What follows belongs to an exercise in optimizing a design on an open flow for a short achievable clock period and few clock cycles; a production flow would make more cautious choices.
At most, simulation tests tie the RTL to the original design; equivalence was not proved.
Power figures rest on the tool's default switching activity, not on a simulated workload.

==> run X: inputs <==
==> flow/design.v (excerpt) <==
module cpu (rst, clk, addr, instruction,
            dmem_addr, dmem_wdata, dmem_write, dmem_read, dmem_readdata);
  input rst, clk;
  output reg [31:0] addr;
  input  [31:0] instruction;
  output [31:0] dmem_addr;
  output [31:0] dmem_wdata;
  output dmem_write, dmem_read;
  input  [31:0] dmem_readdata;
  reg [31:0] rf [1:31];
  reg [31:0] e_a, e_b, e_st;
  reg        e_fa, e_fb, e_fs;
  reg        e_add, e_sub, e_and, e_or, e_sltu;
  reg        e_beq, e_pt, e_again;
  reg [31:0] e_pc;
  reg [15:0] e_off;
  reg [4:0]  e_dst;
  reg        e_we, e_rd, e_wr;
  reg [31:0] m_res, m_st;
  reg        m_we, m_rd, m_wr, m_ldw;
  reg [4:0]  m_dst;
  assign dmem_addr  = m_res;
  assign dmem_wdata = m_st;
  assign dmem_write = m_we;
  assign dmem_read  = m_rd;
  wire [31:0] ea = e_fa ? m_res : e_a;
  wire [31:0] eb = e_fb ? m_res : e_b;
  wire [31:0] es = e_fs ? m_res : e_st;
  wire [31:0] s00, s10, s01, d00, d10, d01;
  wire        sc00, sc10, sc01, dc00, dc10, dc01;
  ks_add #(32) add00 (.a(e_a),   .b(e_b),    .cin(1'b0), .s(s00), .cout(sc00));
  ks_add #(32) add10 (.a(m_res), .b(e_b),    .cin(1'b0), .s(s10), .cout(sc10));
  ks_add #(32) add01 (.a(e_a),   .b(m_res),  .cin(1'b0), .s(s01), .cout(sc01));
  ks_add #(32) sub00 (.a(e_a),   .b(~e_b),   .cin(1'b1), .s(d00), .cout(dc00));
  ks_add #(32) sub10 (.a(m_res), .b(~e_b),   .cin(1'b1), .s(d10), .cout(dc10));
  ks_add #(32) sub01 (.a(e_a),   .b(~m_res), .cin(1'b1), .s(d01), .cout(dc01));
  wire [31:0] e_sum = e_fa ? (e_fb ? {m_res[30:0], 1'b0} : s10) : (e_fb ? s01 : s00);
  ...
clock: 10.0 ns
lec_check: 0
abc_clock_period_in_ps: 1500
cap_margin: 20
core_margin: 2
core_utilization: 30
place_density: 0.35
slew_margin: 20
synth_hierarchical: 1
tns_end_percent: 0
standard.sh (not shown) runs the stock make flow with config.mk's settings and CLKGATE_MAP_FILE= SYNTH_SCRIPT=/design/flow/synth_recipe.tcl, a recipe that flattens the netlist after the stock synthesis.
==> flow/flow/run.sh <==
#!/bin/bash
set -euo pipefail
export SETUP_SLACK_MARGIN=6.8
bash standard.sh > standard.log 2>&1
==> run C: changes against run X <==
--- a/flow/design.v
+++ b/flow/design.v
@@ -26,26 +26,16 @@
   assign s = p ^ c[W-1:0];
   assign cout = c[W];
 endmodule
 module mux2w #(parameter W = 32) (s, a, b, y);
   input          s;
   input  [W-1:0] a, b;
   output [W-1:0] y;
   assign y = s ? b : a;
-endmodule
-module dec5 (a, y);
-  input  [4:0]  a;
-  output [31:1] y;
-  genvar k;
-  generate
-    for (k = 1; k < 32; k = k + 1) begin : d
-      assign y[k] = (a == k);
-    end
-  endgenerate
 endmodule
 module cpu (rst, clk, addr, instruction,
             dmem_addr, dmem_wdata, dmem_write, dmem_read, dmem_readdata);
   input rst, clk;
   output reg [31:0] addr;
   input  [31:0] instruction;
   output [31:0] dmem_addr;
   output [31:0] dmem_wdata;
@@ -107,37 +97,18 @@
   wire f_isAddi = (f_op == 6'h08);
   wire f_isLw   = (f_op == 6'h23);
   wire f_isSw   = (f_op == 6'h2b);
   wire f_isBeq  = (f_op == 6'h04);
   wire f_isJal  = (f_op == 6'h03);
   wire f_isJ    = (f_op[5:1] == 5'b00001);
   wire f_useRs = f_isR | f_isAddi | f_isLw | f_isSw | f_isBeq;
   wire f_useRt = f_isR | f_isSw | f_isBeq;
-  wire [31:0] rf_rs, rf_rt;
-  genvar g;
-  generate
-    for (g = 0; g < 8; g = g + 1) begin : slice
-      wire [31:1] rs1h, rt1h;
-      dec5 dec_rs (.a(f_rs), .y(rs1h));
-      dec5 dec_rt (.a(f_rt), .y(rt1h));
-      reg [3:0] vs, vt;
-      integer k;
-      always @(*) begin
-        vs = 4'd0;
-        vt = 4'd0;
-        for (k = 1; k < 32; k = k + 1) begin
-          vs = vs | ({4{rs1h[k]}} & rf[k][4*g +: 4]);
-          vt = vt | ({4{rt1h[k]}} & rf[k][4*g +: 4]);
-        end
-      end
-      assign rf_rs[4*g +: 4] = vs;
-      assign rf_rt[4*g +: 4] = vt;
-    end
-  endgenerate
+  wire [31:0] rf_rs = (f_rs == 5'd0) ? 32'd0 : rf[f_rs];
+  wire [31:0] rf_rt = (f_rt == 5'd0) ? 32'd0 : rf[f_rt];
   wire [31:0] m_wdata = m_ldw ? dmem_readdata : m_res;
   wire m_any = m_wr | m_ldw;
   wire [31:0] f_rsv = (m_any && m_dst == f_rs) ? m_wdata : rf_rs;
   wire [31:0] f_rtv = (m_any && m_dst == f_rt) ? m_wdata : rf_rt;
   wire f_fwa = e_wr && (e_dst == f_rs);
   wire f_fwt = e_wr && (e_dst == f_rt);
   wire f_again = e_rd && ((f_useRs && e_dst == f_rs) || (f_useRt && e_dst == f_rt));
   wire [31:0] f_pc4 = addr + 32'd4;
==> run M: changes against run X <==
--- a/flow/design.v
+++ b/flow/design.v
@@ -110,32 +110,32 @@
   wire f_isBeq  = (f_op == 6'h04);
   wire f_isJal  = (f_op == 6'h03);
   wire f_isJ    = (f_op[5:1] == 5'b00001);
   wire f_useRs = f_isR | f_isAddi | f_isLw | f_isSw | f_isBeq;
   wire f_useRt = f_isR | f_isSw | f_isBeq;
   wire [31:0] rf_rs, rf_rt;
   genvar g;
   generate
-    for (g = 0; g < 8; g = g + 1) begin : slice
+    for (g = 0; g < 4; g = g + 1) begin : slice
       wire [31:1] rs1h, rt1h;
       dec5 dec_rs (.a(f_rs), .y(rs1h));
       dec5 dec_rt (.a(f_rt), .y(rt1h));
-      reg [3:0] vs, vt;
+      reg [7:0] vs, vt;
       integer k;
       always @(*) begin
-        vs = 4'd0;
-        vt = 4'd0;
+        vs = 8'd0;
+        vt = 8'd0;
         for (k = 1; k < 32; k = k + 1) begin
-          vs = vs | ({4{rs1h[k]}} & rf[k][4*g +: 4]);
-          vt = vt | ({4{rt1h[k]}} & rf[k][4*g +: 4]);
+          vs = vs | ({8{rs1h[k]}} & rf[k][8*g +: 8]);
+          vt = vt | ({8{rt1h[k]}} & rf[k][8*g +: 8]);
         end
       end
-      assign rf_rs[4*g +: 4] = vs;
-      assign rf_rt[4*g +: 4] = vt;
+      assign rf_rs[8*g +: 8] = vs;
+      assign rf_rt[8*g +: 8] = vt;
     end
   endgenerate
   wire [31:0] m_wdata = m_ldw ? dmem_readdata : m_res;
   wire m_any = m_wr | m_ldw;
   wire [31:0] f_rsv = (m_any && m_dst == f_rs) ? m_wdata : rf_rs;
   wire [31:0] f_rtv = (m_any && m_dst == f_rt) ? m_wdata : rf_rt;
   wire f_fwa = e_wr && (e_dst == f_rs);
   wire f_fwt = e_wr && (e_dst == f_rt);
CORE_UTILIZATION = 35   (was 30)
PLACE_DENSITY = 0.45   (was 0.35)
==> summary.txt <==
STA
  • Final count of pins violating max slew: 65

Route
  • Amount of wire on met3 after detailed routing: between 40,000 and 50,000 um

Worst setup path
  • Reg-to-reg critical path endpoint: rf[26][11]$_SDFFE_PP0P_
  • Critical path's largest stage delay: between 1.5 and 2 ns
  • Worst path depth: 6

Layout
  • Layout clock buffer count: approximately 220
  • Signal buf overhead: ~7.4%

Run status
  • Layout violations: max-capacitance violations, max-slew violations
  • Outcome: complete, but fails checks

Job
  • Maximum Capacitance Violations: 5

Pwr
  • Cell internal power dissipation: between 9 and 10 mW

Die
  • Total die area: between 0.2 and 0.25 sq mm
The numbers above come from run M.

==> summary.txt <==
Run status
  • Outcome: complete, no violations

GRT
  • Number of global-route vias before repair: about 76,000
  • Wire length of the first global-routing pass: 649,200 um

Layout
  • Layout clock buffer count: approximately 220
  • Signal buf overhead: 6.247%
  • Most area-hungry cell class in the final design: multi-input gates
  • Largest Register: rf

STA
  • Final count of pins violating max slew: 0

Worst setup path
  • Sort of element at the start of the critical path: input pin
  • Biggest fanout along the worst timing path: 89
  • Reg-to-reg critical path endpoint: addr[25]$_DFF_P_
  • Worst path depth: 9

Pwr
  • Cell internal power dissipation: roughly 9.4 mW

Hold path
  • Min-delay src: e_dst[1]$_DFF_P_

Route
  • Amount of wire on met3 after detailed routing: roughly 37,000 um

Die
  • Total die area: 0.2571 sq mm
The numbers above come from run C.

==> summary.txt <==
Pwr
  • Cell internal power dissipation: approximately 9 mW

Worst setup path
  • Critical path's largest stage delay: 0.47 ns
  • Reg-to-reg critical path endpoint: m_res[28]$_DFF_P_
  • Worst path depth: 11

Run status
  • Outcome: complete, no violations

Die
  • Total die area: around 0.25 sq mm

Job
  • Maximum Capacitance Violations: 0

Layout
  • Layout clock buffer count: roughly 210
  • Signal buf overhead: between 6 and 7%
The numbers above come from run X.

Testbench counts of run X, summed over its fixed seeds: cycles 93,515.
Testbench counts of run M, summed over its fixed seeds: cycles 93,515.
For run C, only the layout was checked, not whether the RTL still works.

[what the ideal ports hide]
How much do the figures lean on ideal ports? The routed layouts below were timed once more, with nothing changed but the port constraints.
Step 1 (the two cells are an assumption about what drives the block):
set clk [get_ports {clk}]
set_driving_cell -lib_cell sky130_fd_sc_hd__clkbuf_16 $clk
set_driving_cell -lib_cell sky130_fd_sc_hd__buf_2 [delete_from_list [all_inputs] $clk]
Step 2 moves the port delays by t, midway between the first and last clock arrival at a register: inputs arrive t later, outputs are due t later. That takes back most of the time a late clock gives input paths.
Slacks: no drivers / after step 1 / after step 2; pairs: no drivers / after step 1.
| run | t, ns | setup WS [ns] | worst setup path after step 2 |
|---|---|---|---|
| run X | 0.901 | 5.973 / 5.972 / 5.070 | input to register |
| run C | 0.944 | 5.675 / 5.697 / 4.785 | input to register |
| run M | 0.922 | 5.903 / 5.903 / 5.118 | input to register |
For run X, which loses most, drivers alone change the setup slack by -0.001 ns; drivers and shift together by -0.903 ns.
